What follows belongs to an exercise in optimizing a design on an open flow for small area; a production flow would make more cautious choices. The RTL was checked by simulation tests, not by an equivalence proof against the original design. No driver is modelled on the clock port, so clock power and skew are understated where the tree is cut down; a real chip needs a root buffer or a tree. No activity file was given, so power comes from the tool's default toggle rates.

==> flow/design.v (excerpt) <==
module ClockTest(
	input clk,
	input rst,
	input btn,
	output [6:0] seg,
	output [3:0] an,
	output buttons_pressed,
	output buttons_released
);
clock: 50.0 ns
lec_check: 0
cap_margin: 20
core_margin: 2
core_utilization: 40
slew_margin: 20
standard.sh (not shown) runs the stock make flow with config.mk's settings and CLKGATE_MAP_FILE= SYNTH_SCRIPT=/design/flow/synth_recipe.tcl, a recipe that flattens the netlist after the stock synthesis.
==> flow/flow/run.sh <==
#!/bin/bash
# The standard layout (the standard.sh, which runs the standard synthesis
# unchanged), with two changes to how the layout is built:
#  - port buffers are the smallest buffer cell, buf_1, instead of the flow's
#    default pick (every input and output port still gets its own buffer);
#  - clock tree synthesis inserts no dummy loads.
set -euo pipefail
export BUFFER_PORTS_ARGS="-buffer_cell sky130_fd_sc_hd__buf_1"
export CTS_ARGS="-sink_clustering_enable -repair_clock_nets -dont_use_dummy_load"
bash standard.sh finish > orfs_make.log 2>&1
The baseline completed with no timing, DRC or antenna violations.
Next try:
==> flow/run.sh (new file) <==
#!/bin/bash
# synth_recipe.tcl (not shown) runs the flow's synth.tcl, then flattens the netlist and writes it again
# the make line also repeats each setting of config.mk as NAME=value (left out here)
make -C /OpenROAD-flow-scripts/flow DESIGN_CONFIG=/design/flow/config.mk WORK_HOME=/design/flow/orfs CLKGATE_MAP_FILE= SYNTH_SCRIPT=/design/flow/synth_recipe.tcl finish
removed: flow/flow/run.sh
removed: flow/standard.sh
Result: Clock-buffer cell count came out higher by 2. Sequential share of layout area came out lower by 3.0 points. Fmax came out lower by 3.1%. Global-route usage came out higher by 0.50 points. Wire length came out higher by 5.6%. Worst hold slack is about the same. Via count came out lower by 0.39%.

alpha:
The RTL this note starts from:
==> flow/design.v <==
`timescale 1ns / 1ps
module button_debounce (
    input clk,
    input rst,
    input button_in,
    output reg button_out,
    output toggle           
);
    localparam [7:0] D0 = 8'd4;
    localparam [7:0] P = 8'h55;
    reg [7:0] cs;
    wire [7:0] counter = cs ^ P;
    wire differ = button_in ^ button_out;
    wire full = ~|(counter & 8'hf5);
    assign toggle = differ & full;
    always @(posedge clk or posedge rst) begin
        if (rst) begin
            cs <= D0 ^ P;
            button_out <= 0;
        end else begin
            if (toggle)
                button_out <= button_in;
            if (differ & ~full)
                cs <= {counter[6:0], counter[7] ^ counter[2]} ^ P;
            else
                cs <= D0 ^ P;
        end
    end
endmodule
`timescale 1ns / 1ps
module ClockTest(
	input clk,
	input rst,
	input btn,
	output [6:0] seg,
	output [3:0] an,
	output buttons_pressed,
	output buttons_released
);
	localparam [9:0] J624 = 10'd317;        
	reg [4:0] u;
	reg [1:0] g;
	reg [9:0] j;
	reg       tick_d;                       
	reg       press_d;                      
	reg [3:0] s_ones;
	reg [2:0] s_tens;
	reg [3:0] ones;
	reg [3:0] tens;
	reg       chg;                          
	reg       pulse;                        
	wire btn_lvl;
	wire btn_toggle;
	button_debounce debounce (
		.clk(clk),
		.rst(rst),
		.button_in(btn),
		.button_out(btn_lvl),
		.toggle(btn_toggle)
	);
	wire u_low0 = ~|u[3:0];
	wire u_31 = u_low0 & ~u[4];             
	wire u_30 = u_low0 & u[4];              
	wire [1:0] sel = {g[1], g[1] ^ g[0]};   
	wire j_624 = (j & 10'b1100011111) == 10'b0100011101;
	wire j_623 = (j & 10'b0110111111) == 10'b0010011110;
	wire sec_first = j_624 & u_31;
	wire sec_last = j_623 & u_30;
	wire sec60 = s_tens[2] & s_tens[1];
	wire min_last = sec_last & sec60;
	wire min_last_d = sec_first & sec60;
	assign buttons_pressed  = pulse & btn_lvl;
	assign buttons_released = pulse & ~btn_lvl;
	function [3:0] bcd_inc;
		input [3:0] d;
		bcd_inc = {(d[3] & ~d[0]) | (d[2] & d[1] & d[0]),
		           d[2] ^ (d[1] & d[0]),
		           d[1] ^ (d[0] & ~d[3]),
		           ~d[0]};
	endfunction
	always @(posedge clk or posedge rst) begin
		if (rst) begin
			u <= 5'b00000;
			g <= 2'b10;
			j <= J624;
		end else begin
			u <= {u[3:0], u[4] ^ u[2] ^ u_low0};
			if (u_31)
				g <= {g[0], ~g[1]};
			j <= {j[8:2], j[1] | j_624, j[0], j[9] ^ j[6]};
		end
	end
	always @(posedge clk or posedge rst) begin
		if (rst)
			s_tens <= 3'd7;
		else if (min_last_d)
			s_tens <= 0;
		else if (tick_d & s_ones[3] & s_ones[0])
			s_tens <= {s_tens[2] ^ (s_tens[1] & s_tens[0]), s_tens[1] ^ s_tens[0], ~s_tens[0]};
	end
	always @(posedge clk) begin
		tick_d <= sec_first;
		press_d <= buttons_pressed;
		if (min_last_d) begin
			s_ones <= 0;
			ones <= 0;
			tens <= 0;
		end else begin
			if (tick_d)
				s_ones <= bcd_inc(s_ones);
			if (press_d) begin
				ones <= bcd_inc(ones);
				if (ones[3] & ones[0])
					tens <= bcd_inc(tens);
			end
		end
	end
	always @(posedge clk or posedge rst) begin
		if (rst) begin
			chg <= 0;
			pulse <= 0;
		end else begin
			chg <= btn_toggle | (min_last & chg);
			if (!min_last)
				pulse <= chg;
		end
	end
	reg [3:0] dg;
	always @(*) begin
		case (sel)
			2'b00: dg = ones;
			2'b01: dg = tens;
			2'b10: dg = s_ones;
			2'b11: dg = {&s_tens, s_tens};
		endcase
	end
	wire blank = &s_tens;
	assign an = {~(sel[1] & sel[0] & ~blank), ~(sel[1] & ~sel[0]), ~(~sel[1] & sel[0]), ~(~sel[1] & ~sel[0])};
	reg [6:0] pat;
	always @(*) begin
		case (dg)
			4'd0: pat = 7'b1000000;
			4'd1: pat = 7'b1111001;
			4'd2: pat = 7'b0100100;
			4'd3: pat = 7'b0110000;
			4'd4: pat = 7'b0011001;
			4'd5: pat = 7'b0010010;
			4'd6: pat = 7'b0000010;
			4'd7: pat = 7'b1111000;
			4'd8: pat = 7'b0000000;
			4'd9: pat = 7'b0010000;
			default: pat = 7'b1111111;
		endcase
	end
	assign seg = pat;
endmodule
export LEC_CHECK = 0
export CAP_MARGIN = 20
export CORE_MARGIN = 2
export CORE_UTILIZATION = 40
export SLEW_MARGIN = 20
create_clock -name core_clock -period 50.0 [get_ports {clk}]
==> flow/flow/run.sh <==
#!/bin/bash
# The standard layout (standard.sh), with these changes to how the layout
# is built:
#  - the standard synthesis runs unchanged first; then the design is
#    synthesized again for area (rtlsynth.tcl: same passes skipped, flattened
#    and renamed the same way, but its own ABC scripts and no adder cells),
#    and the smallest of a few ABC scripts' netlists replaces the standard
#    one, once regnames.py has checked that its flip-flops are the standard
#    synthesis's (same registers, same cell types) and given them the standard
#    names.  If that check fails, the standard netlist is kept;
#  - port buffers are the smallest buffer cell, buf_1 (every input and output
#    port still gets its own buffer);
#  - the clock tree is built by clock_tree.tcl in place of
#    clock_tree_synthesis: four clock buffers, each driving the flip-flops of
#    one quarter of the layout, driven by the clock port.
# Each tool's full output goes to a log file of its own in this folder.
set -euo pipefail
here=$(pwd)
res=$here/orfs/results/$FLOW_PLATFORM/ClockTest/base
lib=$FLOW_HOME/platforms/$FLOW_PLATFORM/lib/sky130_fd_sc_hd__tt_025C_1v80.lib
yosys=$FLOW_HOME/../tools/install/yosys/bin/yosys
export BUFFER_PORTS_ARGS="-buffer_cell sky130_fd_sc_hd__buf_1"
export PRE_CTS_TCL=$here/flow/clock_tree.tcl

bash standard.sh synth > log_1_standard_synth.log 2>&1
cp $res/1_2_yosys.v $here/standard_synth.v

# the platform's DONT_USE_CELLS
args=""
for c in $(cat flow/dont_use.txt); do args="$args -dont_use $c"; done
for k in 1 2 3 4 5; do
  LIB_FILE=$lib DESIGN_V=$FLOW_DESIGN OUT_V=$here/synth_$k.v TOP=$FLOW_TOP \
    ABC_SCRIPT=$here/flow/abc_$k.abc DONT_USE_ARGS="$args" \
    $yosys -c flow/rtlsynth.tcl > log_2_synth_$k.log 2>&1 &
done
wait || true

best=""
best_area=""
for k in 1 2 3 4 5; do
  if python3 flow/regnames.py $here/standard_synth.v $here/synth_$k.v $here/synth_${k}_named.v > log_3_regnames_$k.log 2>&1; then
    a=$(sed -n "s/.*Chip area for module.*: //p" $here/synth_$k.v.stat | tail -1)
    echo "script $k: area $a" >> log_3_choice.log
    if [[ -n "$a" ]] && { [[ -z "$best_area" ]] || python3 -c "import sys; sys.exit(0 if $a < $best_area else 1)"; }; then
      best=$k; best_area=$a
    fi
  fi
done
if [[ -n "$best" ]]; then
  echo "using script $best" >> log_3_choice.log
  cp $here/synth_${best}_named.v $res/1_2_yosys.v
  rm -f $res/1_synth.odb $res/1_synth.sdc
else
  echo "keeping the standard netlist" >> log_3_choice.log
fi
bash standard.sh finish > log_4_standard_finish.log 2>&1
==> flow/flow/clock_tree.tcl <==
set leaf_cell sky130_fd_sc_hd__clkbuf_4
set root_cell ""
set ncol 2
set nrow 2
set block [ord::get_db_block]
set clk_net [$block findNet clk]
set sinks {}
foreach it [$clk_net getITerms] {
  if { [$it isInputSignal] } {
    set inst [$it getInst]
    set bb [$inst getBBox]
    set x [expr {([$bb xMin] + [$bb xMax]) / 2}]
    set y [expr {([$bb yMin] + [$bb yMax]) / 2}]
    lappend sinks [list $x $y "[$inst getName]/[[$it getMTerm] getName]"]
  }
}
set n [llength $sinks]
set dbu [$block getDbUnitsPerMicron]
set ax 0; set ay 0
foreach s $sinks { set ax [expr {$ax + [lindex $s 0]}]; set ay [expr {$ay + [lindex $s 1]}] }
set ax [expr {double($ax) / $n / $dbu}]; set ay [expr {double($ay) / $n / $dbu}]
# split into NCOL columns of about equal count by x, each column into NROW
# groups of about equal count by y
set groups {}
set sinks [lsort -integer -index 0 $sinks]
for {set c 0} {$c < $ncol} {incr c} {
  set col [lrange $sinks [expr {($c * $n) / $ncol}] [expr {(($c + 1) * $n) / $ncol - 1}]]
  set col [lsort -integer -index 1 $col]
  set m [llength $col]
  for {set r 0} {$r < $nrow} {incr r} {
    lappend groups [lrange $col [expr {($r * $m) / $nrow}] [expr {(($r + 1) * $m) / $nrow - 1}]]
  }
}
set k 0
foreach grp $groups {
  set sx 0; set sy 0; set pins {}
  foreach s $grp {
    set sx [expr {$sx + [lindex $s 0]}]; set sy [expr {$sy + [lindex $s 1]}]
    lappend pins [get_pins [lindex $s 2]]
  }
  set m [llength $grp]
  set cx [expr {double($sx) / $m / $dbu}]; set cy [expr {double($sy) / $m / $dbu}]
  insert_buffer -buffer_cell $leaf_cell -net clk -load_pins $pins \
    -location [list $cx $cy] -buffer_name clkbuf_leaf_$k -net_name clknet_leaf_$k
  puts "clock tree: leaf $k, $m flip-flops, buffer at ($cx, $cy)"
  incr k
}
if { $root_cell != "" } {
  insert_buffer -buffer_cell $root_cell -net clk -location [list $ax $ay] \
    -buffer_name clkbuf_root -net_name clknet_root
  puts "clock tree: root buffer at ($ax, $ay)"
}
foreach net [list clknet_root clknet_leaf_0 clknet_leaf_1 clknet_leaf_2 clknet_leaf_3 clknet_leaf_4 clknet_leaf_5] {
  set dn [$block findNet $net]
  if { $dn != "NULL" } { $dn setSigType CLOCK }
}
# the tree is built; nothing is left for clock_tree_synthesis to do
proc clock_tree_synthesis { args } {
  puts "clock_tree_synthesis skipped: the clock tree was built by clock_tree.tcl"
}
Other scripts of this flow, unchanged in this note and not shown: flow/flow/abc_1.abc, flow/flow/abc_2.abc, flow/flow/abc_3.abc, flow/flow/abc_4.abc, flow/flow/abc_5.abc, flow/flow/dont_use.txt, flow/flow/regnames.py, flow/flow/rtlsynth.tcl
## Diff of input files: beta against alpha
diff --git a/flow/flow/run.sh b/flow/flow/run.sh
--- a/flow/flow/run.sh
+++ b/flow/flow/run.sh
@@ -13,3 +13,3 @@
-#  - the clock tree is built by clock_tree.tcl in place of
-#    clock_tree_synthesis: four clock buffers, each driving the flip-flops of
-#    one quarter of the layout, driven by the clock port.
+#  - the clock tree is a small two-level tree built by clock_tree.tcl (a root
+#    buffer driving three leaf buffers, each driving a third of the
+#    flip-flops) in place of clock_tree_synthesis.
diff --git a/flow/flow/clock_tree.tcl b/flow/flow/clock_tree.tcl
--- a/flow/flow/clock_tree.tcl
+++ b/flow/flow/clock_tree.tcl
@@ -1,4 +1,9 @@
-set leaf_cell sky130_fd_sc_hd__clkbuf_4
-set root_cell ""
-set ncol 2
-set nrow 2
+# PRE_CTS_TCL hook: build a small two-level clock tree by hand in place of
+# clock_tree_synthesis.  The clock's flip-flops are split by position into
+# NLEAF groups of about equal size; each group gets a leaf clock buffer at its
+# centre, and one root buffer at the centre of all flip-flops drives the leaf
+# buffers, so the clock port drives a single cell.  Every flip-flop is two
+# buffers from the clock port.
+set leaf_cell sky130_fd_sc_hd__clkbuf_8
+set root_cell sky130_fd_sc_hd__clkbuf_2
+set nleaf 3
@@ -18,0 +24,2 @@
+# split into vertical strips of about equal count
+set sinks [lsort -integer -index 0 $sinks]
@@ -22,14 +29,4 @@
-# split into NCOL columns of about equal count by x, each column into NROW
-# groups of about equal count by y
-set groups {}
-set sinks [lsort -integer -index 0 $sinks]
-for {set c 0} {$c < $ncol} {incr c} {
-  set col [lrange $sinks [expr {($c * $n) / $ncol}] [expr {(($c + 1) * $n) / $ncol - 1}]]
-  set col [lsort -integer -index 1 $col]
-  set m [llength $col]
-  for {set r 0} {$r < $nrow} {incr r} {
-    lappend groups [lrange $col [expr {($r * $m) / $nrow}] [expr {(($r + 1) * $m) / $nrow - 1}]]
-  }
-}
-set k 0
-foreach grp $groups {
+for {set k 0} {$k < $nleaf} {incr k} {
+  set lo [expr {($k * $n) / $nleaf}]
+  set hi [expr {(($k + 1) * $n) / $nleaf - 1}]
+  set grp [lrange $sinks $lo $hi]
@@ -46 +42,0 @@
-  incr k
@@ -48,6 +44,4 @@
-if { $root_cell != "" } {
-  insert_buffer -buffer_cell $root_cell -net clk -location [list $ax $ay] \
-    -buffer_name clkbuf_root -net_name clknet_root
-  puts "clock tree: root buffer at ($ax, $ay)"
-}
-foreach net [list clknet_root clknet_leaf_0 clknet_leaf_1 clknet_leaf_2 clknet_leaf_3 clknet_leaf_4 clknet_leaf_5] {
+insert_buffer -buffer_cell $root_cell -net clk -location [list $ax $ay] \
+  -buffer_name clkbuf_root -net_name clknet_root
+puts "clock tree: root buffer at ($ax, $ay)"
+foreach net [list clknet_root clknet_leaf_0 clknet_leaf_1 clknet_leaf_2] {
diff --git a/flow/config.mk b/flow/config.mk
--- a/flow/config.mk
+++ b/flow/config.mk
@@ -10 +10 @@
-export CORE_UTILIZATION = 40
+export CORE_UTILIZATION = 65
[summary]
[compare] base=alpha new=beta: die outline height fell by 20%, number of tap cells added at floorplan fell by 20, relative contribution of the clock network to total power rose by 3.1 points, met1 demand-to-capacity share in global routing rose by 10 points. Comparing beta and alpha, number of standard cells in the final layout excluding fillers is lower on beta. Of beta and alpha, the lower global-route usage belongs to alpha.
No run of this note takes its clock network from TritonCTS; it comes from the design's own scripts or RTL.

[what the ideal ports hide]
The flow's constraints put no driver on any port. The routed layouts listed below were extracted and timed again, unchanged, in two steps. Step 1 (the two cells are an assumption about what drives the block):
set clk [get_ports {clk}]
set_driving_cell -lib_cell sky130_fd_sc_hd__clkbuf_16 $clk
set_driving_cell -lib_cell sky130_fd_sc_hd__buf_2 [delete_from_list [all_inputs] $clk]
Step 2 moves the port delays by t, midway between the first and last clock arrival at a register: inputs arrive t later, outputs are due t later. That takes back most of the time a late clock gives input paths. Three values: ideal, step 1, step 2; two values: the first two.
run	t (ns)	slack for setup (ns)	pins driven straight from the clock port
the first run of note 1	0.310	37.640 / 37.614 / 37.924	1
the second run of note 1	0.312	37.245 / 37.222 / 37.534	1
alpha	0.210	37.604 / 37.560 / 37.769	4
beta	0.349	37.551 / 37.530 / 37.879	1
After both steps every run listed still meets setup and hold.
